Source: an optimization exercise on an open RTL-to-GDS flow (aim: small area and a short achievable clock period). Production flows keep margins and buffers that such runs may drop.
No run shown here included a check of the RTL's function; only the layout flow was run.
No activity file was given, so power comes from the tool's default toggle rates.

--- flow/config.mk ---
export PLATFORM = sky130hd
export DESIGN_NAME = PE
export DESIGN_NICKNAME = PE
export VERILOG_FILES = /design/flow/design.v
export SDC_FILE = /design/flow/constraint.sdc
export NUM_CORES = 4
export LEC_CHECK = 0
export CAP_MARGIN = 20
export CORE_MARGIN = 2
export CORE_UTILIZATION = 65
export GPL_TIMING_DRIVEN = 0
export SETUP_SLACK_MARGIN = 0.8
export SLEW_MARGIN = 20
export SYNTH_HIERARCHICAL = 1
--- flow/standard.sh ---
#!/bin/bash
# synth_recipe.tcl (not shown) runs the flow's synth.tcl, then flattens the netlist and writes it again
# the make line also repeats each setting of config.mk as NAME=value (left out here)
make -C /OpenROAD-flow-scripts/flow DESIGN_CONFIG=/design/flow/config.mk WORK_HOME=/design/flow/orfs CLKGATE_MAP_FILE= SYNTH_SCRIPT=/design/flow/synth_recipe.tcl "${@:-finish}"
--- flow/flow/run.sh ---
#!/bin/bash
# Standard layout with two changes: the port buffers are the smallest buffer
# cell, and clock tree synthesis inserts no dummy loads.
set -euo pipefail
export BUFFER_PORTS_ARGS="-buffer_cell sky130_fd_sc_hd__buf_1"
export CTS_ARGS="-sink_clustering_enable -repair_clock_nets -dont_use_dummy_load"
bash standard.sh finish > flow_standard.log 2>&1
--- flow/design.v ---
module PE(
    input wire CLK,
    input wire RESET,
    input wire EN,
    input wire SELECTOR,
    input wire W_EN,
    input wire signed [7:0] active_left,
    output reg signed [7:0] active_right,
    input wire signed [15:0] in_sum,
    output reg signed [15:0] out_sum,
    input wire signed [7:0] in_weight_above,
    output wire signed [7:0] out_weight_below
    );
    reg signed [7:0] weight_1;
    reg signed [7:0] weight_2;
    wire en_n, en_n_lo, en_n_hi;
    pe_inv u_enn (.a(EN), .y(en_n));
    pe_inv u_ennl (.a(EN), .y(en_n_lo));
    pe_inv u_ennh (.a(EN), .y(en_n_hi));
    wire sel_n;
    pe_inv u_seln (.a(SELECTOR), .y(sel_n));
    wire ld1 = EN & W_EN & SELECTOR;
    wire ld2 = EN & W_EN & ~SELECTOR;
    wire ld1_n = ~ld1;
    wire ld2_n = ~ld2;
    wire [7:0] w_n, ar_d, w1_d, w2_d, wb;
    wire [15:0] s_in;
    genvar gi;
    generate for (gi = 0; gi < 8; gi = gi + 1) begin : byte_sel
        pe_mux2i u_wn (.s(SELECTOR), .a1(weight_2[gi]), .a0(weight_1[gi]), .y(w_n[gi]));
        pe_ao22 u_ar (.a1(EN), .a2(active_left[gi]), .b1(en_n), .b2(active_right[gi]), .x(ar_d[gi]));
        pe_ao22 u_w1 (.a1(ld1), .a2(in_weight_above[gi]), .b1(ld1_n), .b2(weight_1[gi]), .x(w1_d[gi]));
        pe_ao22 u_w2 (.a1(ld2), .a2(in_weight_above[gi]), .b1(ld2_n), .b2(weight_2[gi]), .x(w2_d[gi]));
        pe_ao22 u_wb (.a1(SELECTOR), .a2(weight_1[gi]), .b1(sel_n), .b2(weight_2[gi]), .x(wb[gi]));
    end endgenerate
    generate for (gi = 0; gi < 16; gi = gi + 1) begin : sum_sel
        pe_ao22 u_si (.a1(EN), .a2(in_sum[gi]), .b1(gi < 8 ? en_n_lo : en_n_hi), .b2(out_sum[gi]), .x(s_in[gi]));
    end endgenerate
    wire [7:0] w_n_b;
    generate for (gi = 0; gi < 8; gi = gi + 1) begin : wdup
        pe_mux2i u_wnb (.s(SELECTOR), .a1(weight_2[gi]), .a0(weight_1[gi]), .y(w_n_b[gi]));
    end endgenerate
    wire b_one0, b_two0, b_neg0;
    pe_nand2 u_x1 (.a(EN), .b(active_left[0]), .y(b_one0));
    pe_nand3b u_x2 (.an(active_left[0]), .b(active_left[1]), .c(EN), .y(b_two0));
    assign b_neg0 = active_left[1];
    wire bs_0_0, bx_0_0;
    pe_nor2 u_x3 (.a(b_one0), .b(w_n[0]), .y(bs_0_0));
    pe_xor2 u_x4 (.a(bs_0_0), .b(b_neg0), .y(bx_0_0));
    wire bs_0_1, bx_0_1;
    pe_oai22 u_x5 (.a1(b_one0), .a2(w_n[1]), .b1(b_two0), .b2(w_n[0]), .y(bs_0_1));
    pe_xor2 u_x6 (.a(bs_0_1), .b(b_neg0), .y(bx_0_1));
    wire bs_0_2, bx_0_2;
    pe_oai22 u_x7 (.a1(b_one0), .a2(w_n[2]), .b1(b_two0), .b2(w_n[1]), .y(bs_0_2));
    pe_xor2 u_x8 (.a(bs_0_2), .b(b_neg0), .y(bx_0_2));
    wire bs_0_3, bx_0_3;
    pe_oai22 u_x9 (.a1(b_one0), .a2(w_n[3]), .b1(b_two0), .b2(w_n[2]), .y(bs_0_3));
    pe_xor2 u_x10 (.a(bs_0_3), .b(b_neg0), .y(bx_0_3));
    wire bs_0_4, bx_0_4;
    pe_oai22 u_x11 (.a1(b_one0), .a2(w_n[4]), .b1(b_two0), .b2(w_n[3]), .y(bs_0_4));
    pe_xor2 u_x12 (.a(bs_0_4), .b(b_neg0), .y(bx_0_4));
    wire bs_0_5, bx_0_5;
    pe_oai22 u_x13 (.a1(b_one0), .a2(w_n[5]), .b1(b_two0), .b2(w_n[4]), .y(bs_0_5));
    pe_xor2 u_x14 (.a(bs_0_5), .b(b_neg0), .y(bx_0_5));
    wire bs_0_6, bx_0_6;
    pe_oai22 u_x15 (.a1(b_one0), .a2(w_n[6]), .b1(b_two0), .b2(w_n[5]), .y(bs_0_6));
    pe_xor2 u_x16 (.a(bs_0_6), .b(b_neg0), .y(bx_0_6));
    wire bs_0_7, bx_0_7;
    pe_oai22 u_x17 (.a1(b_one0), .a2(w_n[7]), .b1(b_two0), .b2(w_n[6]), .y(bs_0_7));
    pe_xor2 u_x18 (.a(bs_0_7), .b(b_neg0), .y(bx_0_7));
    wire bs_0_8, bx_0_8;
    pe_oai22 u_x19 (.a1(b_one0), .a2(w_n[7]), .b1(b_two0), .b2(w_n[7]), .y(bs_0_8));
    pe_xnor2 u_x20 (.a(bs_0_8), .b(b_neg0), .y(bx_0_8));
    wire b_one1, b_two1, b_neg1;
    wire b_x10_1, b_x21_1;
    pe_xor2 u_x21 (.a(active_left[2]), .b(active_left[1]), .y(b_x10_1));
    pe_xor2 u_x22 (.a(active_left[3]), .b(active_left[2]), .y(b_x21_1));
    pe_nand2 u_x23 (.a(EN), .b(b_x10_1), .y(b_one1));
    pe_nand3b u_x24 (.an(b_x10_1), .b(b_x21_1), .c(EN), .y(b_two1));
    assign b_neg1 = active_left[3];
    wire bs_1_0, bx_1_0;
    pe_nor2 u_x25 (.a(b_one1), .b(w_n[0]), .y(bs_1_0));
    pe_xor2 u_x26 (.a(bs_1_0), .b(b_neg1), .y(bx_1_0));
    wire bs_1_1, bx_1_1;
    pe_oai22 u_x27 (.a1(b_one1), .a2(w_n[1]), .b1(b_two1), .b2(w_n[0]), .y(bs_1_1));
    pe_xor2 u_x28 (.a(bs_1_1), .b(b_neg1), .y(bx_1_1));
    wire bs_1_2, bx_1_2;
    pe_oai22 u_x29 (.a1(b_one1), .a2(w_n[2]), .b1(b_two1), .b2(w_n[1]), .y(bs_1_2));
    pe_xor2 u_x30 (.a(bs_1_2), .b(b_neg1), .y(bx_1_2));
    wire bs_1_3, bx_1_3;
    pe_oai22 u_x31 (.a1(b_one1), .a2(w_n[3]), .b1(b_two1), .b2(w_n[2]), .y(bs_1_3));
    pe_xor2 u_x32 (.a(bs_1_3), .b(b_neg1), .y(bx_1_3));
    wire bs_1_4, bx_1_4;
    pe_oai22 u_x33 (.a1(b_one1), .a2(w_n[4]), .b1(b_two1), .b2(w_n[3]), .y(bs_1_4));
    pe_xor2 u_x34 (.a(bs_1_4), .b(b_neg1), .y(bx_1_4));
    wire bs_1_5, bx_1_5;
    pe_oai22 u_x35 (.a1(b_one1), .a2(w_n[5]), .b1(b_two1), .b2(w_n[4]), .y(bs_1_5));
    pe_xor2 u_x36 (.a(bs_1_5), .b(b_neg1), .y(bx_1_5));
    wire bs_1_6, bx_1_6;
    pe_oai22 u_x37 (.a1(b_one1), .a2(w_n[6]), .b1(b_two1), .b2(w_n[5]), .y(bs_1_6));
    pe_xor2 u_x38 (.a(bs_1_6), .b(b_neg1), .y(bx_1_6));
    wire bs_1_7, bx_1_7;
    pe_oai22 u_x39 (.a1(b_one1), .a2(w_n[7]), .b1(b_two1), .b2(w_n[6]), .y(bs_1_7));
    pe_xor2 u_x40 (.a(bs_1_7), .b(b_neg1), .y(bx_1_7));
    wire bs_1_8, bx_1_8;
    pe_oai22 u_x41 (.a1(b_one1), .a2(w_n[7]), .b1(b_two1), .b2(w_n[7]), .y(bs_1_8));
    pe_xnor2 u_x42 (.a(bs_1_8), .b(b_neg1), .y(bx_1_8));
    wire b_one2, b_two2, b_neg2;
    wire b_x10_2, b_x21_2;
    pe_xor2 u_x43 (.a(active_left[4]), .b(active_left[3]), .y(b_x10_2));
    pe_xor2 u_x44 (.a(active_left[5]), .b(active_left[4]), .y(b_x21_2));
    pe_nand2 u_x45 (.a(EN), .b(b_x10_2), .y(b_one2));
    pe_nand3b u_x46 (.an(b_x10_2), .b(b_x21_2), .c(EN), .y(b_two2));
    assign b_neg2 = active_left[5];
    wire bs_2_0, bx_2_0;
    pe_nor2 u_x47 (.a(b_one2), .b(w_n_b[0]), .y(bs_2_0));
    pe_xor2 u_x48 (.a(bs_2_0), .b(b_neg2), .y(bx_2_0));
    wire bs_2_1, bx_2_1;
    pe_oai22 u_x49 (.a1(b_one2), .a2(w_n_b[1]), .b1(b_two2), .b2(w_n_b[0]), .y(bs_2_1));
    pe_xor2 u_x50 (.a(bs_2_1), .b(b_neg2), .y(bx_2_1));
    wire bs_2_2, bx_2_2;
    pe_oai22 u_x51 (.a1(b_one2), .a2(w_n_b[2]), .b1(b_two2), .b2(w_n_b[1]), .y(bs_2_2));
    pe_xor2 u_x52 (.a(bs_2_2), .b(b_neg2), .y(bx_2_2));
    wire bs_2_3, bx_2_3;
    pe_oai22 u_x53 (.a1(b_one2), .a2(w_n_b[3]), .b1(b_two2), .b2(w_n_b[2]), .y(bs_2_3));
    pe_xor2 u_x54 (.a(bs_2_3), .b(b_neg2), .y(bx_2_3));
    wire bs_2_4, bx_2_4;
    pe_oai22 u_x55 (.a1(b_one2), .a2(w_n_b[4]), .b1(b_two2), .b2(w_n_b[3]), .y(bs_2_4));
    pe_xor2 u_x56 (.a(bs_2_4), .b(b_neg2), .y(bx_2_4));
    wire bs_2_5, bx_2_5;
    pe_oai22 u_x57 (.a1(b_one2), .a2(w_n_b[5]), .b1(b_two2), .b2(w_n_b[4]), .y(bs_2_5));
    pe_xor2 u_x58 (.a(bs_2_5), .b(b_neg2), .y(bx_2_5));
    wire bs_2_6, bx_2_6;
    pe_oai22 u_x59 (.a1(b_one2), .a2(w_n_b[6]), .b1(b_two2), .b2(w_n_b[5]), .y(bs_2_6));
    pe_xor2 u_x60 (.a(bs_2_6), .b(b_neg2), .y(bx_2_6));
    wire bs_2_7, bx_2_7;
    pe_oai22 u_x61 (.a1(b_one2), .a2(w_n_b[7]), .b1(b_two2), .b2(w_n_b[6]), .y(bs_2_7));
    pe_xor2 u_x62 (.a(bs_2_7), .b(b_neg2), .y(bx_2_7));
    wire bs_2_8, bx_2_8;
    pe_oai22 u_x63 (.a1(b_one2), .a2(w_n_b[7]), .b1(b_two2), .b2(w_n_b[7]), .y(bs_2_8));
    pe_xnor2 u_x64 (.a(bs_2_8), .b(b_neg2), .y(bx_2_8));
    wire b_one3, b_two3, b_neg3;
    wire b_x10_3, b_x21_3;
    pe_xor2 u_x65 (.a(active_left[6]), .b(active_left[5]), .y(b_x10_3));
    pe_xor2 u_x66 (.a(active_left[7]), .b(active_left[6]), .y(b_x21_3));
    pe_nand2 u_x67 (.a(EN), .b(b_x10_3), .y(b_one3));
    pe_nand3b u_x68 (.an(b_x10_3), .b(b_x21_3), .c(EN), .y(b_two3));
    assign b_neg3 = active_left[7];
    wire bs_3_0, bx_3_0;
    pe_nor2 u_x69 (.a(b_one3), .b(w_n_b[0]), .y(bs_3_0));
    pe_xor2 u_x70 (.a(bs_3_0), .b(b_neg3), .y(bx_3_0));
    wire bs_3_1, bx_3_1;
    pe_oai22 u_x71 (.a1(b_one3), .a2(w_n_b[1]), .b1(b_two3), .b2(w_n_b[0]), .y(bs_3_1));
    pe_xor2 u_x72 (.a(bs_3_1), .b(b_neg3), .y(bx_3_1));
    wire bs_3_2, bx_3_2;
    pe_oai22 u_x73 (.a1(b_one3), .a2(w_n_b[2]), .b1(b_two3), .b2(w_n_b[1]), .y(bs_3_2));
    pe_xor2 u_x74 (.a(bs_3_2), .b(b_neg3), .y(bx_3_2));
    wire bs_3_3, bx_3_3;
    pe_oai22 u_x75 (.a1(b_one3), .a2(w_n_b[3]), .b1(b_two3), .b2(w_n_b[2]), .y(bs_3_3));
    pe_xor2 u_x76 (.a(bs_3_3), .b(b_neg3), .y(bx_3_3));
    wire bs_3_4, bx_3_4;
    pe_oai22 u_x77 (.a1(b_one3), .a2(w_n_b[4]), .b1(b_two3), .b2(w_n_b[3]), .y(bs_3_4));
    pe_xor2 u_x78 (.a(bs_3_4), .b(b_neg3), .y(bx_3_4));
    wire bs_3_5, bx_3_5;
    pe_oai22 u_x79 (.a1(b_one3), .a2(w_n_b[5]), .b1(b_two3), .b2(w_n_b[4]), .y(bs_3_5));
    pe_xor2 u_x80 (.a(bs_3_5), .b(b_neg3), .y(bx_3_5));
    wire bs_3_6, bx_3_6;
    pe_oai22 u_x81 (.a1(b_one3), .a2(w_n_b[6]), .b1(b_two3), .b2(w_n_b[5]), .y(bs_3_6));
    pe_xor2 u_x82 (.a(bs_3_6), .b(b_neg3), .y(bx_3_6));
    wire bs_3_7, bx_3_7;
    pe_oai22 u_x83 (.a1(b_one3), .a2(w_n_b[7]), .b1(b_two3), .b2(w_n_b[6]), .y(bs_3_7));
    pe_xor2 u_x84 (.a(bs_3_7), .b(b_neg3), .y(bx_3_7));
    wire bs_3_8, bx_3_8;
    pe_oai22 u_x85 (.a1(b_one3), .a2(w_n_b[7]), .b1(b_two3), .b2(w_n_b[7]), .y(bs_3_8));
    pe_xnor2 u_x86 (.a(bs_3_8), .b(b_neg3), .y(bx_3_8));
    wire s87;
    wire c88;
    pe_ha u_x89 (.a(s_in[4]), .b(b_neg2), .s(s87), .co(c88));
    wire s90;
    wire c91;
    pe_ha u_x92 (.a(s_in[5]), .b(bx_0_5), .s(s90), .co(c91));
    wire s93;
    wire c94;
    pe_fa u_x95 (.a(s_in[6]), .b(b_neg3), .ci(bx_0_6), .s(s93), .co(c94));
    wire s96;
    wire c97;
    pe_ha u_x98 (.a(bx_1_4), .b(bx_2_2), .s(s96), .co(c97));
    wire s99;
    wire c100;
    pe_fa u_x101 (.a(s_in[7]), .b(bx_0_7), .ci(bx_1_5), .s(s99), .co(c100));
    wire s102;
    wire c103;
    pe_ha u_x104 (.a(bx_2_3), .b(bx_3_1), .s(s102), .co(c103));
    wire s105;
    wire c106;
    pe_xnor2 u_x107 (.a(s_in[8]), .b(bx_0_8), .y(s105));
    pe_or2 u_x108 (.a(s_in[8]), .b(bx_0_8), .y(c106));
    wire s109;
    wire c110;
    pe_fa u_x111 (.a(bx_1_6), .b(bx_2_4), .ci(bx_3_2), .s(s109), .co(c110));
    wire s112;
    wire c113;
    pe_xnor2 u_x114 (.a(s_in[9]), .b(bx_1_7), .y(s112));
    pe_or2 u_x115 (.a(s_in[9]), .b(bx_1_7), .y(c113));
    wire s116;
    wire c117;
    pe_ha u_x118 (.a(bx_2_5), .b(bx_3_3), .s(s116), .co(c117));
    wire s119;
    wire c120;
    pe_fa u_x121 (.a(s_in[10]), .b(bx_1_8), .ci(bx_2_6), .s(s119), .co(c120));
    wire s122;
    wire c123;
    pe_xnor2 u_x124 (.a(s_in[11]), .b(bx_2_7), .y(s122));
    pe_or2 u_x125 (.a(s_in[11]), .b(bx_2_7), .y(c123));
    wire s126;
    wire c127;
    pe_ha u_x128 (.a(s_in[2]), .b(b_neg1), .s(s126), .co(c127));
    wire s129;
    wire c130;
    pe_ha u_x131 (.a(s_in[3]), .b(bx_0_3), .s(s129), .co(c130));
    wire s132;
    wire c133;
    pe_fa u_x134 (.a(bx_0_4), .b(bx_1_2), .ci(bx_2_0), .s(s132), .co(c133));
    wire s135;
    wire c136;
    pe_fa u_x137 (.a(bx_1_3), .b(bx_2_1), .ci(c88), .s(s135), .co(c136));
    wire s138;
    wire c139;
    pe_fa u_x140 (.a(bx_3_0), .b(c91), .ci(s96), .s(s138), .co(c139));
    wire s141;
    wire c142;
    pe_fa u_x143 (.a(c97), .b(s102), .ci(c94), .s(s141), .co(c142));
    wire s144;
    wire c145;
    pe_fa u_x146 (.a(s105), .b(c103), .ci(c100), .s(s144), .co(c145));
    wire s147;
    wire c148;
    pe_fa u_x149 (.a(c106), .b(s112), .ci(s116), .s(s147), .co(c148));
    wire s150;
    wire c151;
    pe_fa u_x152 (.a(bx_3_4), .b(c113), .ci(c117), .s(s150), .co(c151));
    wire s153;
    wire c154;
    pe_ha u_x155 (.a(bx_3_5), .b(s122), .s(s153), .co(c154));
    wire s156;
    wire c157;
    pe_fa u_x158 (.a(s_in[12]), .b(bx_2_8), .ci(bx_3_6), .s(s156), .co(c157));
    wire s159;
    wire c160;
    pe_xnor2 u_x161 (.a(s_in[13]), .b(bx_3_7), .y(s159));
    pe_or2 u_x162 (.a(s_in[13]), .b(bx_3_7), .y(c160));
    wire s163;
    wire c164;
    pe_ha u_x165 (.a(s_in[0]), .b(b_neg0), .s(s163), .co(c164));
    wire s166;
    wire c167;
    pe_ha u_x168 (.a(s_in[1]), .b(bx_0_1), .s(s166), .co(c167));
    wire s169;
    wire c170;
    pe_fa u_x171 (.a(bx_0_2), .b(bx_1_0), .ci(s126), .s(s169), .co(c170));
    wire s172;
    wire c173;
    pe_fa u_x174 (.a(bx_1_1), .b(c127), .ci(s129), .s(s172), .co(c173));
    wire s175;
    wire c176;
    pe_fa u_x177 (.a(s87), .b(c130), .ci(s132), .s(s175), .co(c176));
    wire s178;
    wire c179;
    pe_fa u_x180 (.a(s90), .b(c133), .ci(s135), .s(s178), .co(c179));
    wire s181;
    wire c182;
    pe_fa u_x183 (.a(c136), .b(s93), .ci(s138), .s(s181), .co(c182));
    wire s184;
    wire c185;
    pe_fa u_x186 (.a(s99), .b(c139), .ci(s141), .s(s184), .co(c185));
    wire s187;
    wire c188;
    pe_fa u_x189 (.a(s109), .b(c142), .ci(s144), .s(s187), .co(c188));
    wire s190;
    wire c191;
    pe_fa u_x192 (.a(c110), .b(c145), .ci(s147), .s(s190), .co(c191));
    wire s193;
    wire c194;
    pe_fa u_x195 (.a(s119), .b(c148), .ci(s150), .s(s193), .co(c194));
    wire s196;
    wire c197;
    pe_fa u_x198 (.a(c120), .b(s153), .ci(c151), .s(s196), .co(c197));
    wire s199;
    wire c200;
    pe_fa u_x201 (.a(c123), .b(c154), .ci(s156), .s(s199), .co(c200));
    wire s202;
    wire c203;
    pe_ha u_x204 (.a(s159), .b(c157), .s(s202), .co(c203));
    wire s205;
    wire c206;
    pe_fa u_x207 (.a(s_in[14]), .b(bx_3_8), .ci(c160), .s(s205), .co(c206));
    wire [15:0] rx = {s_in[15], c203, s202, s199, c194, c191, c188, c185, c182, c179, c176, c173, c170, c167, c164, bx_0_0};
    wire [15:0] ry = {c206, s205, c200, c197, s196, s193, s190, s187, s184, s181, s178, s175, s172, s169, s166, s163};
    wire [15:0] sum;
    wire t208, rc209;
    pe_ha u_x210 (.a(rx[0]), .b(ry[0]), .s(t208), .co(rc209));
    assign sum[0] = t208;
    wire t211, rc212;
    pe_fa u_x213 (.a(rx[1]), .b(ry[1]), .ci(rc209), .s(t211), .co(rc212));
    assign sum[1] = t211;
    wire t214, rc215;
    pe_fa u_x216 (.a(rx[2]), .b(ry[2]), .ci(rc212), .s(t214), .co(rc215));
    assign sum[2] = t214;
    wire t217, rc218;
    pe_fa u_x219 (.a(rx[3]), .b(ry[3]), .ci(rc215), .s(t217), .co(rc218));
    assign sum[3] = t217;
    wire g4, p4;
    pe_ha u_x220 (.a(rx[4]), .b(ry[4]), .s(p4), .co(g4));
    wire g5, p5;
    pe_ha u_x221 (.a(rx[5]), .b(ry[5]), .s(p5), .co(g5));
    wire g6, p6;
    pe_ha u_x222 (.a(rx[6]), .b(ry[6]), .s(p6), .co(g6));
    wire g7, p7;
    pe_ha u_x223 (.a(rx[7]), .b(ry[7]), .s(p7), .co(g7));
    wire g8, p8;
    pe_ha u_x224 (.a(rx[8]), .b(ry[8]), .s(p8), .co(g8));
    wire g9, p9;
    pe_ha u_x225 (.a(rx[9]), .b(ry[9]), .s(p9), .co(g9));
    wire g10, p10;
    pe_ha u_x226 (.a(rx[10]), .b(ry[10]), .s(p10), .co(g10));
    wire g11, p11;
    pe_ha u_x227 (.a(rx[11]), .b(ry[11]), .s(p11), .co(g11));
    wire g12, p12;
    pe_ha u_x228 (.a(rx[12]), .b(ry[12]), .s(p12), .co(g12));
    wire g13, p13;
    pe_ha u_x229 (.a(rx[13]), .b(ry[13]), .s(p13), .co(g13));
    wire g14, p14;
    pe_ha u_x230 (.a(rx[14]), .b(ry[14]), .s(p14), .co(g14));
    wire g15, p15;
    pe_ha u_x231 (.a(rx[15]), .b(ry[15]), .s(p15), .co(g15));
    wire G232 = g4 | (p4 & rc218);
    wire G233 = g6 | (p6 & g5);
    wire P234 = p6 & p5;
    wire G235 = g8 | (p8 & g7);
    wire P236 = p8 & p7;
    wire G237 = g10 | (p10 & g9);
    wire P238 = p10 & p9;
    wire G239 = g12 | (p12 & g11);
    wire P240 = p12 & p11;
    wire G241 = g14 | (p14 & g13);
    wire P242 = p14 & p13;
    wire G243 = g5 | (p5 & G232);
    wire G244 = G233 | (P234 & G232);
    wire G245 = g9 | (p9 & G235);
    wire P246 = p9 & P236;
    wire G247 = G237 | (P238 & G235);
    wire P248 = P238 & P236;
    wire G249 = g13 | (p13 & G239);
    wire P250 = p13 & P240;
    wire G251 = G241 | (P242 & G239);
    wire P252 = P242 & P240;
    wire G253 = g7 | (p7 & G244);
    wire G254 = G235 | (P236 & G244);
    wire G255 = G245 | (P246 & G244);
    wire G256 = G247 | (P248 & G244);
    wire G257 = g15 | (p15 & G251);
    wire P258 = p15 & P252;
    wire G259 = g11 | (p11 & G256);
    wire G260 = G239 | (P240 & G256);
    wire G261 = G249 | (P250 & G256);
    wire G262 = G251 | (P252 & G256);
    wire G263 = G257 | (P258 & G256);
    pe_xor2 u_x264 (.a(p4), .b(rc218), .y(sum[4]));
    pe_xor2 u_x265 (.a(p5), .b(G232), .y(sum[5]));
    pe_xor2 u_x266 (.a(p6), .b(G243), .y(sum[6]));
    pe_xor2 u_x267 (.a(p7), .b(G244), .y(sum[7]));
    pe_xor2 u_x268 (.a(p8), .b(G253), .y(sum[8]));
    pe_xor2 u_x269 (.a(p9), .b(G254), .y(sum[9]));
    pe_xor2 u_x270 (.a(p10), .b(G255), .y(sum[10]));
    pe_xor2 u_x271 (.a(p11), .b(G256), .y(sum[11]));
    pe_xor2 u_x272 (.a(p12), .b(G259), .y(sum[12]));
    pe_xor2 u_x273 (.a(p13), .b(G260), .y(sum[13]));
    pe_xor2 u_x274 (.a(p14), .b(G261), .y(sum[14]));
    pe_xnor2 u_x275 (.a(p15), .b(G262), .y(sum[15]));
    always @(negedge RESET or posedge CLK) begin
        if (~RESET) begin
            out_sum <= 0;
            active_right <= 0;
            weight_1 <= 0;
            weight_2 <= 0;
        end else begin
            out_sum <= sum;
            active_right <= ar_d;
            weight_1 <= w1_d;
            weight_2 <= w2_d;
        end
    end
    assign out_weight_below = wb;
endmodule
module pe_fa(input wire a, input wire b, input wire ci, output wire s, output wire co);
    assign {co, s} = a + b + ci;
endmodule
module pe_ha(input wire a, input wire b, output wire s, output wire co);
    assign {co, s} = a + b;
endmodule
module pe_ao22(input wire a1, input wire a2, input wire b1, input wire b2, output wire x);
    assign x = (a1 & a2) | (b1 & b2);
endmodule
module pe_mux2i(input wire s, input wire a1, input wire a0, output wire y);
    assign y = ~(s ? a1 : a0);
endmodule
module pe_inv(input wire a, output wire y);
    assign y = ~a;
endmodule
module pe_ao21(input wire a, input wire b, input wire c, output wire y);
    assign y = a | (b & c);
endmodule
module pe_oai22(input wire a1, input wire a2, input wire b1, input wire b2, output wire y);
    assign y = ~((a1 | a2) & (b1 | b2));
endmodule
module pe_nand3b(input wire an, input wire b, input wire c, output wire y);
    assign y = ~(~an & b & c);
endmodule
module pe_and2(input wire a, input wire b, output wire y);
    assign y = a & b;
endmodule
module pe_and3b(input wire an, input wire b, input wire c, output wire y);
    assign y = ~an & b & c;
endmodule
module pe_nand2(input wire a, input wire b, output wire y);
    assign y = ~(a & b);
endmodule
module pe_nor2(input wire a, input wire b, output wire y);
    assign y = ~(a | b);
endmodule
module pe_or2(input wire a, input wire b, output wire y);
    assign y = a | b;
endmodule
module pe_xor2(input wire a, input wire b, output wire y);
    assign y = a ^ b;
endmodule
module pe_xnor2(input wire a, input wire b, output wire y);
    assign y = ~(a ^ b);
endmodule
module pe_xor3(input wire a, input wire b, input wire c, output wire y);
    assign y = a ^ b ^ c;
endmodule
--- flow/constraint.sdc ---
create_clock -name core_clock -period 5.5 [get_ports {CLK}]
set_input_delay 1.1000 -clock core_clock [delete_from_list [all_inputs] [get_ports {CLK}]]
set_output_delay 1.1000 -clock core_clock [all_outputs]
set_load 0.01 [all_outputs]
==> flow_metrics.py, run 1 <==
metrics = {
    "die": {
        "start_util": 0.6717,
        "die_y_um": 76.65,
        "core-area_sq_mm": 0.005107,
        "die-area_sq_mm": 0.005875,
        "rows": 26,
        "die_w_um": 76.65,
        "num_io_pins": 69,
    },
    "sta": {
        "period_share": 0.8512,
        "hold_viol_final": 0,
        "holdWs_ns": 0.4952,
        "worstMarginPinSlew_ns": 0.4725,
        "rsz0062_at_grt": "false",
        "skew_ns": 0.01353,
        "relSlewSlack": 0.6760,
        "fmax_ghz": 0.2136,
        "maxSlewViolCount": 0,
        "finalCriticalPeriod_ns": 4.681,
        "fin_tns_setup_ns": 0,
        "setup_viol": 0,
        "setup_ws_ns": 0.8186,
    },
    "final_layout": {
        "layout-drive-gt1-share": 0.1478,
        "diodes": 0,
        "utilization": 0.8217,
        "syn2layout_area_growth_pct": 22.32,
        "nets": 469,
    },
    "logic_synthesis": {
        "synth-seq-area-share": 0.2918,
        "synth_top_cells_by_area": "dfrtp_1 (29%), fa_1 (16%), xor2_1 (13%)",
        "netlist_area_sq_mm": 0.003431,
        "syn-num-nets": 384,
        "syn_inst": 296,
        "synth-seq-cells": 40,
        "netlist.area_leader.share": 0.2918,
        "avgSynthCellArea_sq_um": 11.59,
        "yosysTopAreaCell": "dfrtp_1",
        "synth-warning-count": 7,
        "synthDistinctLibCells": 27,
    },
    "worst_setup_path": {
        "arrival_ns": 4.84,
        "worstPathRequired_ns": 5.66,
        "worst-path-max-fanout": 13,
        "startpoint_type": "input pin",
        "crit_type": "input pin to register",
        "endpoint_kind": "register",
    },
    "power_and_ir_drop": {
        "vdd_drop_max_uv": 574.9,
        "power_density_mw_per_mm2": 571.2,
        "power_mw": 2.397,
        "p_leak_nw": 1.860,
    },
    "cts": {
        "cts_hold_buf": 0,
        "clk_path_buf_depth": 2,
        "cts_tree": "built",
        "path_clk_slew_ns": 0.07,
        "cts_num_sinks": 40,
        "htreeDepth": 2,
        "insertion_delay_ns": 0.29,
        "cts-root-buf": "clkbuf_8",
        "numCtsBuffers": 5,
    },
    "global_routing": {
        "grt_usage": 0.2863,
        "gr-total-overflow": 0,
        "grt_pass1_wl_um": 13300,
        "grt_start_max_net_pins": 38,
        "antenna_found_initial": 0,
        "first_global_vias": 2739,
    },
    "min_path": {
        "hold_class": "register to register",
    },
    "routing": {
        "drc": 0,
        "drt_iter0_drc": 136,
        "wl_um": 8424,
        "firstDrtPassIters": 4,
        "num_vias": 2808,
        "wl_per_cell_um": 18.76,
        "vias_per_cell": 6.254,
        "ant_nets": 0,
    },
    "placed_design": {
        "gp_congestion": 0.8814,
        "port_buffers": 68,
        "dp_slack_ns": -0.07238,
        "dp_hpwl_um": 5998,
    },
    "flow_run": {
        "cap_violations": 0,
    },
    "run_status": {
        "status": "finished clean",
    },
}
[final timing paths]
kind / start / cells past startpoint / slack, ns / endpoint
max reg2reg: weight_2[1] / 13 / 1.64 / out_sum[10]
min: active_right[5] / 1 / 0.50 / active_right[5]
max in group asynchronous: RESET / 2 / 4.27 / out_sum[12]
max: active_left[1] / 16 / 0.82 / out_sum[10]
min reg2reg: active_right[5] / 1 / 0.50 / active_right[5]
min in group asynchronous: RESET / 1 / 0.75 / out_sum[4]
[power by group]
| group | total [mW] | switching [mW] | internal (mW) |
|---|---|---|---|
| sequential | 0.475 | 0.0667 | 0.408 |
| clock | 0.181 | 0.0986 | 0.0820 |
| combinational | 1.74 | 0.915 | 0.827 |
[logic make-up after synthesis]
group | after synthesis | share of synthesized area
adders and majority gates | 51 | 0.2451
buffers and inverters | 8 | 0.008753
DFF | 40 | 0.2918
AOI/OAI and AO/OA | 97 | 0.2188
and+or+nand+nor | 26 | 0.04085
xor gates and xnor gates | 58 | 0.1481
muxes | 16 | 0.04668
[synth_stat cells (all sizes together)]
library cell  instances
a21o                  6
a21oi                 5
a22o                 48
a22oi                 1
a41o                  1
and4                  1
dfrtp                40
fa                   27
ha                   24
inv                   8
mux2i                16
nand2                 8
nand2b                1
nand3                 2
nand3b                4
nor2                  4
o21ai                 3
o22ai                33
or2                   6
xnor2                 9
xor2                 49
[flip-flops by register name, indices dropped and copies added, names as in the netlist]
register,cells
weight_1,8
weight_2,8
active_right,8
out_sum,16
[per-layer routing]
metal  GRT usage  vias up  share of wire
li1            -     1286              -
met1      0.3893     1407           0.42
met2      0.4850       97           0.51
met3     0.04235       18          0.044
met4     0.07455        0          0.016
met5           0        -              0
[Yosys stat by module, one instance, submodules excluded, a selection]
module / flops+latches / area (sq um) / cells / times used
pe_xnor2: 0 / 8.758 / 1 / 9
pe_xor2: 0 / 8.758 / 1 / 49
PE: 40 / 1201 / 71 / 1
pe_nor2: 0 / 3.754 / 1 / 4
pe_ao22: 0 / 8.758 / 1 / 48
pe_nand2: 0 / 3.754 / 1 / 4
pe_oai22: 0 / 6.256 / 1 / 32
pe_mux2i: 0 / 10.01 / 1 / 16
[worst max-delay path: stages]
cell and delay (ns):
buf_12 0.13, xor2_2 0.15, nand3b_1 0.29, buf_4 0.22, o22ai_4 0.10, xor2_1 0.21
ha_1 0.29, fa_1 0.48, fa_1 0.58, ha_4 0.24, a21oi_4 0.16, o22ai_4 0.11
or2_4 0.26, a21o_1 0.18, a21o_1 0.17, xor2_1 0.16
[layout make-up]
| type | count | area (sq um) |
|---|---|---|
| fillers | 328 | 910.9 |
| clock buffers | 5 | 68.82 |
| flip-flops and latches | 40 | 1001 |
| repair buffers | 78 | 417.9 |
| multi-input cells | 248 | 2591 |
| well taps | 70 | 87.58 |
| inverters | 8 | 30.03 |
[stage by stage]
stage,cell area [sq um],cells
2_1_floorplan,3431,296
3_3_place_gp,3774,434
3_5_place_dp,3805,435
4_1_cts,3945,443
5_1_grt,4197,449
6_report,4197,449
[repair_timing]
action,4_1_cts,5_1_grt
setup buffers,3,6
setup endpoints to repair,9,6
resized for setup,25,44
pin swaps,2,14
[cells in the final DEF (no fill, tap or decap), types with 2 or more instances in the layout]
master / synthesis / layout
buf_4: 0 / 9
nand3_1: 2 / 2
xnor2_1: 9 / 9
ha_1: 24 / 21
ha_4: 0 / 2
mux2i_2: 0 / 7
nand3b_1: 4 / 4
nand2_1: 8 / 5
fa_1: 27 / 26
a21oi_2: 1 / 2
a22o_1: 48 / 48
xor2_1: 49 / 48
or2_1: 4 / 4
mux2i_1: 16 / 4
nor2_1: 4 / 4
clkbuf_8: 0 / 5
a21oi_4: 1 / 2
o22ai_4: 0 / 2
dfrtp_1: 40 / 40
o22ai_2: 1 / 2
buf_6: 0 / 3
nand2_2: 0 / 3
mux2i_4: 0 / 5
buf_1: 0 / 59
a21o_1: 6 / 6
o22ai_1: 32 / 29
buf_8: 0 / 2
inv_1: 8 / 8
==> inputs of run 2 (changes only) <==
--- a/flow/design.v
+++ b/flow/design.v
@@ -303,80 +303,78 @@
     wire t211, rc212;
     pe_fa u_x213 (.a(rx[1]), .b(ry[1]), .ci(rc209), .s(t211), .co(rc212));
     assign sum[1] = t211;
-    wire t214, rc215;
-    pe_fa u_x216 (.a(rx[2]), .b(ry[2]), .ci(rc212), .s(t214), .co(rc215));
-    assign sum[2] = t214;
-    wire t217, rc218;
-    pe_fa u_x219 (.a(rx[3]), .b(ry[3]), .ci(rc215), .s(t217), .co(rc218));
-    assign sum[3] = t217;
+    wire g2, p2;
+    pe_ha u_x214 (.a(rx[2]), .b(ry[2]), .s(p2), .co(g2));
+    wire g3, p3;
+    pe_ha u_x215 (.a(rx[3]), .b(ry[3]), .s(p3), .co(g3));
     wire g4, p4;
-    pe_ha u_x220 (.a(rx[4]), .b(ry[4]), .s(p4), .co(g4));
+    pe_ha u_x216 (.a(rx[4]), .b(ry[4]), .s(p4), .co(g4));
     wire g5, p5;
-    pe_ha u_x221 (.a(rx[5]), .b(ry[5]), .s(p5), .co(g5));
+    pe_ha u_x217 (.a(rx[5]), .b(ry[5]), .s(p5), .co(g5));
     wire g6, p6;
-    pe_ha u_x222 (.a(rx[6]), .b(ry[6]), .s(p6), .co(g6));
+    pe_ha u_x218 (.a(rx[6]), .b(ry[6]), .s(p6), .co(g6));
     wire g7, p7;
-    pe_ha u_x223 (.a(rx[7]), .b(ry[7]), .s(p7), .co(g7));
+    pe_ha u_x219 (.a(rx[7]), .b(ry[7]), .s(p7), .co(g7));
     wire g8, p8;
-    pe_ha u_x224 (.a(rx[8]), .b(ry[8]), .s(p8), .co(g8));
+    pe_ha u_x220 (.a(rx[8]), .b(ry[8]), .s(p8), .co(g8));
     wire g9, p9;
-    pe_ha u_x225 (.a(rx[9]), .b(ry[9]), .s(p9), .co(g9));
+    pe_ha u_x221 (.a(rx[9]), .b(ry[9]), .s(p9), .co(g9));
     wire g10, p10;
-    pe_ha u_x226 (.a(rx[10]), .b(ry[10]), .s(p10), .co(g10));
+    pe_ha u_x222 (.a(rx[10]), .b(ry[10]), .s(p10), .co(g10));
     wire g11, p11;
-    pe_ha u_x227 (.a(rx[11]), .b(ry[11]), .s(p11), .co(g11));
+    pe_ha u_x223 (.a(rx[11]), .b(ry[11]), .s(p11), .co(g11));
     wire g12, p12;
-    pe_ha u_x228 (.a(rx[12]), .b(ry[12]), .s(p12), .co(g12));
+    pe_ha u_x224 (.a(rx[12]), .b(ry[12]), .s(p12), .co(g12));
     wire g13, p13;
-    pe_ha u_x229 (.a(rx[13]), .b(ry[13]), .s(p13), .co(g13));
+    pe_ha u_x225 (.a(rx[13]), .b(ry[13]), .s(p13), .co(g13));
     wire g14, p14;
-    pe_ha u_x230 (.a(rx[14]), .b(ry[14]), .s(p14), .co(g14));
+    pe_ha u_x226 (.a(rx[14]), .b(ry[14]), .s(p14), .co(g14));
     wire g15, p15;
-    pe_ha u_x231 (.a(rx[15]), .b(ry[15]), .s(p15), .co(g15));
-    wire G232 = g4 | (p4 & rc218);
-    wire G233 = g6 | (p6 & g5);
-    wire P234 = p6 & p5;
-    wire G235 = g8 | (p8 & g7);
-    wire P236 = p8 & p7;
-    wire G237 = g10 | (p10 & g9);
-    wire P238 = p10 & p9;
-    wire G239 = g12 | (p12 & g11);
-    wire P240 = p12 & p11;
-    wire G241 = g14 | (p14 & g13);
-    wire P242 = p14 & p13;
-    wire G243 = g5 | (p5 & G232);
-    wire G244 = G233 | (P234 & G232);
-    wire G245 = g9 | (p9 & G235);
-    wire P246 = p9 & P236;
-    wire G247 = G237 | (P238 & G235);
-    wire P248 = P238 & P236;
-    wire G249 = g13 | (p13 & G239);
-    wire P250 = p13 & P240;
-    wire G251 = G241 | (P242 & G239);
-    wire P252 = P242 & P240;
-    wire G253 = g7 | (p7 & G244);
-    wire G254 = G235 | (P236 & G244);
-    wire G255 = G245 | (P246 & G244);
-    wire G256 = G247 | (P248 & G244);
-    wire G257 = g15 | (p15 & G251);
-    wire P258 = p15 & P252;
-    wire G259 = g11 | (p11 & G256);
-    wire G260 = G239 | (P240 & G256);
-    wire G261 = G249 | (P250 & G256);
-    wire G262 = G251 | (P252 & G256);
-    wire G263 = G257 | (P258 & G256);
-    pe_xor2 u_x264 (.a(p4), .b(rc218), .y(sum[4]));
-    pe_xor2 u_x265 (.a(p5), .b(G232), .y(sum[5]));
-    pe_xor2 u_x266 (.a(p6), .b(G243), .y(sum[6]));
-    pe_xor2 u_x267 (.a(p7), .b(G244), .y(sum[7]));
-    pe_xor2 u_x268 (.a(p8), .b(G253), .y(sum[8]));
-    pe_xor2 u_x269 (.a(p9), .b(G254), .y(sum[9]));
-    pe_xor2 u_x270 (.a(p10), .b(G255), .y(sum[10]));
-    pe_xor2 u_x271 (.a(p11), .b(G256), .y(sum[11]));
-    pe_xor2 u_x272 (.a(p12), .b(G259), .y(sum[12]));
-    pe_xor2 u_x273 (.a(p13), .b(G260), .y(sum[13]));
-    pe_xor2 u_x274 (.a(p14), .b(G261), .y(sum[14]));
-    pe_xnor2 u_x275 (.a(p15), .b(G262), .y(sum[15]));
+    pe_ha u_x227 (.a(rx[15]), .b(ry[15]), .s(p15), .co(g15));
+    wire G228 = g2 | (p2 & rc212);
+    wire G229 = g4 | (p4 & g3);
+    wire P230 = p4 & p3;
+    wire G231 = g6 | (p6 & g5);
+    wire P232 = p6 & p5;
+    wire G233 = g8 | (p8 & g7);
+    wire P234 = p8 & p7;
+    wire G235 = g10 | (p10 & g9);
+    wire P236 = p10 & p9;
+    wire G237 = g12 | (p12 & g11);
+    wire P238 = p12 & p11;
+    wire G239 = g14 | (p14 & g13);
+    wire P240 = p14 & p13;
+    wire G241 = G229 | (P230 & G228);
+    wire G242 = G233 | (P234 & G231);
+    wire P243 = P234 & P232;
+    wire G244 = G237 | (P238 & G235);
+    wire P245 = P238 & P236;
+    wire G246 = G242 | (P243 & G241);
+    wire G247 = G244 | (P245 & G246);
+    wire G248 = G231 | (P232 & G241);
+    wire G249 = G235 | (P236 & G246);
+    wire G250 = G239 | (P240 & G247);
+    wire G251 = g3 | (p3 & G228);
+    wire G252 = g5 | (p5 & G241);
+    wire G253 = g7 | (p7 & G248);
+    wire G254 = g9 | (p9 & G246);
+    wire G255 = g11 | (p11 & G249);
+    wire G256 = g13 | (p13 & G247);
+    wire G257 = g15 | (p15 & G250);
+    pe_xor2 u_x258 (.a(p2), .b(rc212), .y(sum[2]));
+    pe_xor2 u_x259 (.a(p3), .b(G228), .y(sum[3]));
+    pe_xor2 u_x260 (.a(p4), .b(G251), .y(sum[4]));
+    pe_xor2 u_x261 (.a(p5), .b(G241), .y(sum[5]));
+    pe_xor2 u_x262 (.a(p6), .b(G252), .y(sum[6]));
+    pe_xor2 u_x263 (.a(p7), .b(G248), .y(sum[7]));
+    pe_xor2 u_x264 (.a(p8), .b(G253), .y(sum[8]));
+    pe_xor2 u_x265 (.a(p9), .b(G246), .y(sum[9]));
+    pe_xor2 u_x266 (.a(p10), .b(G254), .y(sum[10]));
+    pe_xor2 u_x267 (.a(p11), .b(G249), .y(sum[11]));
+    pe_xor2 u_x268 (.a(p12), .b(G255), .y(sum[12]));
+    pe_xor2 u_x269 (.a(p13), .b(G247), .y(sum[13]));
+    pe_xor2 u_x270 (.a(p14), .b(G256), .y(sum[14]));
+    pe_xnor2 u_x271 (.a(p15), .b(G250), .y(sum[15]));
     always @(negedge RESET or posedge CLK) begin
         if (~RESET) begin
             out_sum <= 0;
==> flow_metrics.py, run 2 <==
metrics = {
    "logic_synthesis": {
        "synthFlopType": "dfrtp_1",
        "synth-seq-cells": 40,
        "synth-warning-count": 7,
        "synthArstFlopShare": 1.000,
        "synth-seq-area-share": 0.2866,
        "netlist_area_sq_mm": 0.003492,
        "syn_inst": 310,
        "synth_top_cells_by_area": "dfrtp_1 (29%), fa_1 (14%), xor2_1 (13%)",
        "yosysTopAreaCell": "dfrtp_1",
        "syn-num-nets": 398,
        "netlist.area_leader.share": 0.2866,
        "synthDistinctLibCells": 26,
        "avgSynthCellArea_sq_um": 11.26,
        "yosysMostFrequentCell": "xor2_1",
        "ys_top_cells_by_count": "xor2_1 (51), a22o_1 (48), dfrtp_1 (40)",
        "synth_edf_count": 0,
    },
    "die": {
        "core-area_sq_mm": 0.005140,
        "num_io_pins": 69,
        "die_w_um": 77.30,
        "die_y_um": 77.30,
        "rows": 26,
        "start_util": 0.6794,
        "die-area_sq_mm": 0.005975,
    },
    "sta": {
        "finalCriticalPeriod_ns": 4.738,
        "rsz0062_at_grt": "false",
        "fmax_ghz": 0.2111,
        "maxSlewViolCount": 0,
        "skew_ns": 0.01695,
        "hold_viol_final": 0,
        "fin_tns_setup_ns": 0,
        "holdWs_ns": 0.4959,
        "setup_ws_ns": 0.7624,
        "period_share": 0.8614,
        "setup_viol": 0,
        "worstMarginPinSlew_ns": 0.5303,
        "relSlewSlack": 0.6363,
    },
    "power_and_ir_drop": {
        "p_leak_nw": 1.893,
        "p_clk_frac": 0.075,
        "power_mw": 2.368,
        "vdd_drop_max_uv": 636.5,
        "p_sw_mw": 1.110,
        "power.internal_mw": 1.258,
        "switching_share": 0.4687,
        "combPwrFrac": 0.727,
        "power_density_mw_per_mm2": 567.4,
        "pwr-share-seq": 0.198,
    },
    "final_layout": {
        "syn2layout_area_growth_pct": 19.53,
        "regMostFlops": "out_sum",
        "layout-drive-gt1-share": 0.1221,
        "largest_reg_flops": 16,
        "layout_commonest_cell": "buf_1",
        "nets": 483,
        "finalNonFillerCells": 463,
        "diodes": 0,
        "final_cell_mix": "buf_1 (60), xor2_1 (49), a22o_1 (48)",
    },
    "cts": {
        "path_clk_slew_ns": 0.07,
        "insertion_delay_ns": 0.30,
        "cts-root-buf": "clkbuf_8",
        "clk_path_buf_depth": 2,
        "cts_num_sinks": 40,
        "numCtsBuffers": 5,
        "cts_tree": "built",
        "htreeDepth": 2,
    },
    "global_routing": {
        "grt_pass1_wl_um": 14150,
        "antenna_found_initial": 0,
        "use_met3": 0.05059,
        "use_met2": 0.5113,
        "top_usage_layer": "met2",
        "first_global_vias": 2862,
        "grt_usage": 0.3036,
        "grt_start_max_net_pins": 38,
        "met1_usage": 0.4019,
        "gr-total-overflow": 0,
    },
    "worst_setup_path": {
        "worstPathRequired_ns": 5.67,
        "worst-path-max-fanout": 27,
        "arrival_ns": 4.90,
        "crit_type": "input pin to register",
        "endpoint_kind": "register",
        "ff2ff_setup_slack_ns": 1.50,
        "startpoint_type": "input pin",
    },
    "routing": {
        "num_vias": 2865,
        "wl_per_cell_um": 18.69,
        "vias_per_cell": 6.188,
        "firstDrtPassIters": 4,
        "wl_um": 8652,
        "drt_iter0_drc": 141,
        "drc": 0,
        "ant_nets": 0,
    },
    "flow_run": {
        "cap_violations": 0,
    },
    "placed_design": {
        "dp_hpwl_um": 6320,
        "gp_congestion": 0.8263,
        "port_buffers": 68,
        "dp_slack_ns": -0.1406,
        "dpl.cell_count": 449,
    },
    "run_status": {
        "status": "finished clean",
    },
    "min_path": {
        "hold_class": "register to register",
    },
}
[run 2: cell count changes in the layout (fill, tap and decap cells not counted), sizes merged, moves of 2 or more]
| cell | delta |
|---|---|
| fa | -2 |
| ha | +2 |
| inv | +3 |
| nor2 | +2 |
| o21bai | +3 |
| xor2 | +2 |
[run 2: final cells by class]
type                    instances  area (sq um)
clock buffers                   5         68.82
fillers                       336         965.9
inverters                      11         41.29
multi-input cells             259          2592
flip-flops and latches         40          1001
well taps                      70         87.58
repair buffers                 78         382.9
[run 2: power by group through the flow]
| stage | Sequential (mW) | Clock (mW) | Combinational, mW |
|---|---|---|---|
| after floorplan | 0.493 | 0 | 1.13 |
| after global placement | 0.463 | 0 | 1.45 |
| after detailed placement | 0.469 | 0 | 1.52 |
| after CTS | 0.465 | 0.182 | 1.54 |
| after global routing | 0.477 | 0.193 | 1.90 |
| final | 0.468 | 0.178 | 1.72 |
[run 2: logic make-up (layout without fill, tap and decap cells)]
kind of cell / after synthesis / after routing / synth area share
AND/OR/NAND/NOR: 30 / 30 / 0.04514
XOR/XNOR: 60 / 60 / 0.1505
buffers and inverters: 11 / 94 / 0.01182
multiplexers: 16 / 16 / 0.04586
adder cells (fa/ha/maj): 51 / 51 / 0.2365
flip-flops: 40 / 40 / 0.2866
AO/OA/AOI/OAI: 102 / 102 / 0.2236
[run 2: per-module statistics from Yosys (local to each module, per instance)]
module	area [sq um]	cells inside	flip-flops and latches	copies in the design
pe_ao22	8.758	1	0	48
pe_xnor2	8.758	1	0	9
pe_inv	3.754	1	0	4
pe_nand3b	7.507	1	0	4
pe_xor2	8.758	1	0	51
pe_ha	12.51	1	0	26
pe_nor2	3.754	1	0	4
pe_fa	20.02	1	0	25
pe_nand2	3.754	1	0	4
pe_mux2i	10.01	1	0	16
PE	1260	83	40	1
pe_oai22	6.256	1	0	32
pe_or2	6.256	1	0	4
[run 2: what timing repair did]
action	4_1_cts	5_1_grt
buffers inserted	5	4
hold buffers	0	0
resized for setup	22	22
pin swaps	1	4
setup endpoints to repair	9	7
cloned	0	0
[run 2: worst max-delay path, stage by stage]
cell and delay, ns:
buf_6 0.26, mux2i_1 0.52, o22ai_2 0.17, xor2_1 0.17, ha_1 0.32, fa_1 0.51
fa_1 0.42, ha_1 0.38, a21oi_1 0.25, o21ai_2 0.14, a221oi_4 0.36, nand2_1 0.11
xor2_1 0.18
[run 2: worst paths after layout]
check | from | to | depth (start not counted)
min in group asynchronous | RESET | weight_2[3] | 1
max in group asynchronous | RESET | out_sum[11] | 2
max reg2reg | weight_2[2] | out_sum[13] | 12
max | SELECTOR | out_sum[13] | 13
min | active_right[0] | active_right[0] | 1
min reg2reg | active_right[0] | active_right[0] | 1
[run 2: stage by stage]
stage	utilization	area, sq um
detailed placement	0.7522	3866
CTS	0.7804	4011
global route	0.8121	4174
floorplan	-	3492
finish	0.8121	4174
global placement	0.7461	3835
[run 2: layer usage]
layer | vias up | part of all wire
li1 | 1341 | -
met1 | 1418 | 0.42
met2 | 90 | 0.51
met3 | 16 | 0.050
met4 | 0 | 0.017
met5 | - | 0
==> inputs of run 3 (changes only) <==
--- a/flow/design.v
+++ b/flow/design.v
@@ -303,78 +303,77 @@
     wire t211, rc212;
     pe_fa u_x213 (.a(rx[1]), .b(ry[1]), .ci(rc209), .s(t211), .co(rc212));
     assign sum[1] = t211;
-    wire g2, p2;
-    pe_ha u_x214 (.a(rx[2]), .b(ry[2]), .s(p2), .co(g2));
+    wire t214, rc215;
+    pe_fa u_x216 (.a(rx[2]), .b(ry[2]), .ci(rc212), .s(t214), .co(rc215));
+    assign sum[2] = t214;
     wire g3, p3;
-    pe_ha u_x215 (.a(rx[3]), .b(ry[3]), .s(p3), .co(g3));
+    pe_ha u_x217 (.a(rx[3]), .b(ry[3]), .s(p3), .co(g3));
     wire g4, p4;
-    pe_ha u_x216 (.a(rx[4]), .b(ry[4]), .s(p4), .co(g4));
+    pe_ha u_x218 (.a(rx[4]), .b(ry[4]), .s(p4), .co(g4));
     wire g5, p5;
-    pe_ha u_x217 (.a(rx[5]), .b(ry[5]), .s(p5), .co(g5));
+    pe_ha u_x219 (.a(rx[5]), .b(ry[5]), .s(p5), .co(g5));
     wire g6, p6;
-    pe_ha u_x218 (.a(rx[6]), .b(ry[6]), .s(p6), .co(g6));
+    pe_ha u_x220 (.a(rx[6]), .b(ry[6]), .s(p6), .co(g6));
     wire g7, p7;
-    pe_ha u_x219 (.a(rx[7]), .b(ry[7]), .s(p7), .co(g7));
+    pe_ha u_x221 (.a(rx[7]), .b(ry[7]), .s(p7), .co(g7));
     wire g8, p8;
-    pe_ha u_x220 (.a(rx[8]), .b(ry[8]), .s(p8), .co(g8));
+    pe_ha u_x222 (.a(rx[8]), .b(ry[8]), .s(p8), .co(g8));
     wire g9, p9;
-    pe_ha u_x221 (.a(rx[9]), .b(ry[9]), .s(p9), .co(g9));
+    pe_ha u_x223 (.a(rx[9]), .b(ry[9]), .s(p9), .co(g9));
     wire g10, p10;
-    pe_ha u_x222 (.a(rx[10]), .b(ry[10]), .s(p10), .co(g10));
+    pe_ha u_x224 (.a(rx[10]), .b(ry[10]), .s(p10), .co(g10));
     wire g11, p11;
-    pe_ha u_x223 (.a(rx[11]), .b(ry[11]), .s(p11), .co(g11));
+    pe_ha u_x225 (.a(rx[11]), .b(ry[11]), .s(p11), .co(g11));
     wire g12, p12;
-    pe_ha u_x224 (.a(rx[12]), .b(ry[12]), .s(p12), .co(g12));
+    pe_ha u_x226 (.a(rx[12]), .b(ry[12]), .s(p12), .co(g12));
     wire g13, p13;
-    pe_ha u_x225 (.a(rx[13]), .b(ry[13]), .s(p13), .co(g13));
+    pe_ha u_x227 (.a(rx[13]), .b(ry[13]), .s(p13), .co(g13));
     wire g14, p14;
-    pe_ha u_x226 (.a(rx[14]), .b(ry[14]), .s(p14), .co(g14));
+    pe_ha u_x228 (.a(rx[14]), .b(ry[14]), .s(p14), .co(g14));
     wire g15, p15;
-    pe_ha u_x227 (.a(rx[15]), .b(ry[15]), .s(p15), .co(g15));
-    wire G228 = g2 | (p2 & rc212);
-    wire G229 = g4 | (p4 & g3);
-    wire P230 = p4 & p3;
-    wire G231 = g6 | (p6 & g5);
-    wire P232 = p6 & p5;
-    wire G233 = g8 | (p8 & g7);
-    wire P234 = p8 & p7;
-    wire G235 = g10 | (p10 & g9);
-    wire P236 = p10 & p9;
-    wire G237 = g12 | (p12 & g11);
-    wire P238 = p12 & p11;
-    wire G239 = g14 | (p14 & g13);
-    wire P240 = p14 & p13;
-    wire G241 = G229 | (P230 & G228);
-    wire G242 = G233 | (P234 & G231);
-    wire P243 = P234 & P232;
-    wire G244 = G237 | (P238 & G235);
-    wire P245 = P238 & P236;
-    wire G246 = G242 | (P243 & G241);
-    wire G247 = G244 | (P245 & G246);
-    wire G248 = G231 | (P232 & G241);
-    wire G249 = G235 | (P236 & G246);
-    wire G250 = G239 | (P240 & G247);
-    wire G251 = g3 | (p3 & G228);
-    wire G252 = g5 | (p5 & G241);
-    wire G253 = g7 | (p7 & G248);
-    wire G254 = g9 | (p9 & G246);
-    wire G255 = g11 | (p11 & G249);
-    wire G256 = g13 | (p13 & G247);
-    wire G257 = g15 | (p15 & G250);
-    pe_xor2 u_x258 (.a(p2), .b(rc212), .y(sum[2]));
-    pe_xor2 u_x259 (.a(p3), .b(G228), .y(sum[3]));
-    pe_xor2 u_x260 (.a(p4), .b(G251), .y(sum[4]));
-    pe_xor2 u_x261 (.a(p5), .b(G241), .y(sum[5]));
-    pe_xor2 u_x262 (.a(p6), .b(G252), .y(sum[6]));
-    pe_xor2 u_x263 (.a(p7), .b(G248), .y(sum[7]));
-    pe_xor2 u_x264 (.a(p8), .b(G253), .y(sum[8]));
-    pe_xor2 u_x265 (.a(p9), .b(G246), .y(sum[9]));
-    pe_xor2 u_x266 (.a(p10), .b(G254), .y(sum[10]));
-    pe_xor2 u_x267 (.a(p11), .b(G249), .y(sum[11]));
-    pe_xor2 u_x268 (.a(p12), .b(G255), .y(sum[12]));
-    pe_xor2 u_x269 (.a(p13), .b(G247), .y(sum[13]));
-    pe_xor2 u_x270 (.a(p14), .b(G256), .y(sum[14]));
-    pe_xnor2 u_x271 (.a(p15), .b(G250), .y(sum[15]));
+    pe_ha u_x229 (.a(rx[15]), .b(ry[15]), .s(p15), .co(g15));
+    wire G230 = g3 | (p3 & rc215);
+    wire G231 = g5 | (p5 & g4);
+    wire P232 = p5 & p4;
+    wire G233 = g7 | (p7 & g6);
+    wire P234 = p7 & p6;
+    wire G235 = g9 | (p9 & g8);
+    wire P236 = p9 & p8;
+    wire G237 = g11 | (p11 & g10);
+    wire P238 = p11 & p10;
+    wire G239 = g13 | (p13 & g12);
+    wire P240 = p13 & p12;
+    wire G241 = g15 | (p15 & g14);
+    wire P242 = p15 & p14;
+    wire G243 = G231 | (P232 & G230);
+    wire G244 = G235 | (P236 & G233);
+    wire P245 = P236 & P234;
+    wire G246 = G239 | (P240 & G237);
+    wire P247 = P240 & P238;
+    wire G248 = G244 | (P245 & G243);
+    wire G249 = G246 | (P247 & G248);
+    wire G250 = G233 | (P234 & G243);
+    wire G251 = G237 | (P238 & G248);
+    wire G252 = G241 | (P242 & G249);
+    wire G253 = g4 | (p4 & G230);
+    wire G254 = g6 | (p6 & G243);
+    wire G255 = g8 | (p8 & G250);
+    wire G256 = g10 | (p10 & G248);
+    wire G257 = g12 | (p12 & G251);
+    wire G258 = g14 | (p14 & G249);
+    pe_xor2 u_x259 (.a(p3), .b(rc215), .y(sum[3]));
+    pe_xor2 u_x260 (.a(p4), .b(G230), .y(sum[4]));
+    pe_xor2 u_x261 (.a(p5), .b(G253), .y(sum[5]));
+    pe_xor2 u_x262 (.a(p6), .b(G243), .y(sum[6]));
+    pe_xor2 u_x263 (.a(p7), .b(G254), .y(sum[7]));
+    pe_xor2 u_x264 (.a(p8), .b(G250), .y(sum[8]));
+    pe_xor2 u_x265 (.a(p9), .b(G255), .y(sum[9]));
+    pe_xor2 u_x266 (.a(p10), .b(G248), .y(sum[10]));
+    pe_xor2 u_x267 (.a(p11), .b(G256), .y(sum[11]));
+    pe_xor2 u_x268 (.a(p12), .b(G251), .y(sum[12]));
+    pe_xor2 u_x269 (.a(p13), .b(G257), .y(sum[13]));
+    pe_xor2 u_x270 (.a(p14), .b(G249), .y(sum[14]));
+    pe_xnor2 u_x271 (.a(p15), .b(G258), .y(sum[15]));
     always @(negedge RESET or posedge CLK) begin
         if (~RESET) begin
             out_sum <= 0;
==> flow_metrics.py, run 3 <==
metrics = {
    "die": {
        "die-area_sq_mm": 0.005867,
        "core-area_sq_mm": 0.005107,
        "start_util": 0.6707,
        "num_io_pins": 69,
        "die_y_um": 76.60,
        "die_w_um": 76.60,
        "rows": 26,
    },
    "logic_synthesis": {
        "synth-seq-area-share": 0.2922,
        "synth_top_cells_by_area": "dfrtp_1 (29%), fa_1 (15%), xor2_1 (13%)",
        "synth-warning-count": 7,
        "yosysTopAreaCell": "dfrtp_1",
        "synthDistinctLibCells": 22,
        "netlist.area_leader.share": 0.2922,
        "synth-xor-area-share": 0.1508,
        "synth-seq-cells": 40,
        "ys_top_cells_by_count": "xor2_1 (50), a22o_1 (49), dfrtp_1 (40)",
        "synth_edf_count": 0,
        "synthFlopType": "dfrtp_1",
        "syn-num-nets": 385,
        "netlist_area_sq_mm": 0.003426,
        "yosysMostFrequentCell": "xor2_1",
        "avgSynthCellArea_sq_um": 11.53,
        "synth_compound_area_frac": 0.2199,
        "synth_top_family_by_area": "adder cells",
        "synthAdderAreaFrac": 0.2432,
        "synth_mux_area_frac": 0.04675,
        "syn_inst": 297,
        "synthArstFlopShare": 1.000,
        "yosys.area_share.simple": 0.04054,
    },
    "placed_design": {
        "port_buffers": 68,
        "dp_hpwl_um": 5851,
        "gp_congestion": 0.8361,
    },
    "routing": {
        "drc": 0,
        "vias_per_cell": 6.188,
        "ant_nets": 0,
        "firstDrtPassIters": 4,
        "wl_um": 8388,
        "drt_iter0_drc": 213,
        "num_vias": 2803,
        "wl_per_cell_um": 18.52,
    },
    "flow_run": {
        "cap_violations": 0,
    },
    "global_routing": {
        "grt_pass1_wl_um": 13350,
        "antenna_found_initial": 0,
        "grt_usage": 0.2885,
        "first_global_vias": 2785,
        "grt_start_max_net_pins": 38,
        "gr-total-overflow": 0,
    },
    "cts": {
        "insertion_delay_ns": 0.29,
        "numCtsBuffers": 5,
        "cts-root-buf": "clkbuf_8",
        "path_clk_slew_ns": 0.06,
        "htreeDepth": 2,
        "clk_path_buf_depth": 2,
        "cts_num_sinks": 40,
        "cts_hold_buf": 0,
        "cts_tree": "built",
    },
    "run_status": {
        "status": "finished clean",
    },
    "final_layout": {
        "largest_reg_flops": 16,
        "regMostFlops": "out_sum",
        "syn2layout_area_growth_pct": 22.94,
        "fillers": 329,
        "nets": 473,
        "regArea_sq_mm": 0.001001,
        "diodes": 0,
        "utilization": 0.8246,
        "layout_commonest_cell": "buf_1",
        "multi_input_area_sq_mm": 0.002604,
        "final_cell_mix": "buf_1 (59), a22o_1 (49), xor2_1 (48)",
        "layout-drive-gt1-share": 0.1253,
    },
    "sta": {
        "skew_ns": 0.01247,
        "rsz0062_at_grt": "true",
        "relSlewSlack": 0.6449,
        "holdWs_ns": 0.5018,
        "hold_viol_final": 0,
        "worstMarginPinSlew_ns": 0.5178,
        "fmax_ghz": 0.2151,
        "period_share": 0.8454,
        "finalCriticalPeriod_ns": 4.649,
        "fin_tns_setup_ns": 0,
        "setup_viol": 0,
        "maxSlewViolCount": 0,
    },
    "power_and_ir_drop": {
        "power_density_mw_per_mm2": 578.5,
        "vdd_drop_max_uv": 627.0,
        "p_leak_nw": 1.908,
    },
    "worst_setup_path": {
        "crit_type": "input pin to register",
        "arrival_ns": 4.82,
        "worst-path-max-fanout": 27,
        "r2r_start": "weight_2[4]",
        "startpoint_type": "input pin",
        "worstSetupStartpoint": "SELECTOR",
        "endpoint_kind": "register",
        "worstPathRequired_ns": 5.67,
    },
    "min_path": {
        "hold_class": "register to register",
        "worstHoldStart": "active_right[6]",
    },
}
## run 3: through the flow
stage	worst slack [ns]	instance area (sq um)	cells	total power, mW
floorplan	0.8662	3426	297	1.534
global placement	-0.7731	3769	435	1.797
detailed placement	-0.1846	3800	436	1.854
CTS	0.8094	3983	447	2.060
global route	0.6630	4212	453	2.643
finish	0.8505	4212	453	2.436
## run 3: critical path, stage by stage
cell,delay [ns]
buf_8,0.25
mux2i_4,0.38
o22ai_1,0.15
xor2_1,0.17
fa_1,0.41
fa_1,0.51
fa_1,0.43
ha_1,0.37
nand2_1,0.10
o21ai_0,0.13
a41o_4,0.29
a21bo_1,0.21
a21o_1,0.16
xor2_1,0.15
## run 3: layout make-up
cell class	instances	area share
Inverter	6	0.005348
Timing Repair Buffer	81	0.1016
Clock buffer	5	0.01634
Tap cell	70	0.02080
Sequential cell	40	0.2377
Multi-Input combinational cell	251	0.6182
## run 3: modules after synthesis (local to each module, per instance), excerpt
module	flops+latches	cell area (sq um)	cells inside
pe_nand2	0	3.754	1
pe_oai22	0	6.256	1
pe_xor2	0	8.758	1
pe_nand3b	0	7.507	1
pe_nor2	0	3.754	1
pe_or2	0	6.256	1
pe_inv	0	3.754	1
pe_mux2i	0	10.01	1
pe_xnor2	0	8.758	1
PE	40	1195	71
pe_ha	0	12.51	1
## run 3: logic make-up after synthesis
kind of cell	after synthesis
buf+inv	6
compound gates	98
fa+ha+maj	51
simple gates	27
flops	40
mux	16
xor+xnor	59
## run 3: power breakdown
part / leakage, nW / internal, mW / switching (mW)
registers: 0.484 / 0.408 / 0.0673
clock network: 0.0359 / 0.0818 / 0.0941
logic: 1.39 / 0.897 / 0.888
total: 1.91 / 1.39 / 1.05
## run 3: what timing repair did
action | CTS | global route
gates resized for setup | 28 | 28
pin swaps | 3 | 19
buffers inserted | 6 | 6
endpoints found under the setup margin | 9 | 6
## run 3: final timing paths
check	endpoint	slack, ns	depth (start not counted)
min reg2reg	active_right[6]	0.50	1
max in group asynchronous	out_sum[10]	4.26	2
max reg2reg	out_sum[14]	1.55	13
min	active_right[6]	0.50	1
max	out_sum[14]	0.85	14
min in group asynchronous	out_sum[4]	0.76	1
## run 3: layer usage
metal / track usage / up-vias / part of all wire
li1: - / 1309 / -
met5: 0 / - / 0
met3: 0.03791 / 15 / 0.056
met1: 0.3803 / 1382 / 0.40
met4: 0.08364 / 0 / 0.019
met2: 0.5009 / 97 / 0.52

-- what the ideal ports hide --
No port has a modelled driver above. Below, the same layouts with a new extraction and two added sets of constraints.
Step 1 assumes that a clkbuf_16 drives the clock port and a buf_2 every other input.
Step 2 also shifts input and output timing later by t, the mid clock arrival at the registers, as if the neighbouring blocks saw the same clock.
a / b / c = ideal / step 1 / step 2; a / b = the first two.
run	t, ns	setup slack, ns	latest minus earliest clock arrival (ns)	worst register clock-pin slew, ns	pins driven straight from the clock port
run 1	0.317	0.819 / 0.802 / 0.486	0.013 / 0.013	0.08 / 0.08	1
run 2	0.318	0.762 / 0.751 / 0.434	0.017 / 0.017	0.08 / 0.08	1
run 3	0.317	0.851 / 0.834 / 0.517	0.013 / 0.014	0.08 / 0.08	1
After both steps setup and hold are still met in every run listed. For run 3, which loses most, drivers alone change the setup slack by -0.017 ns; drivers and shift together by -0.334 ns.
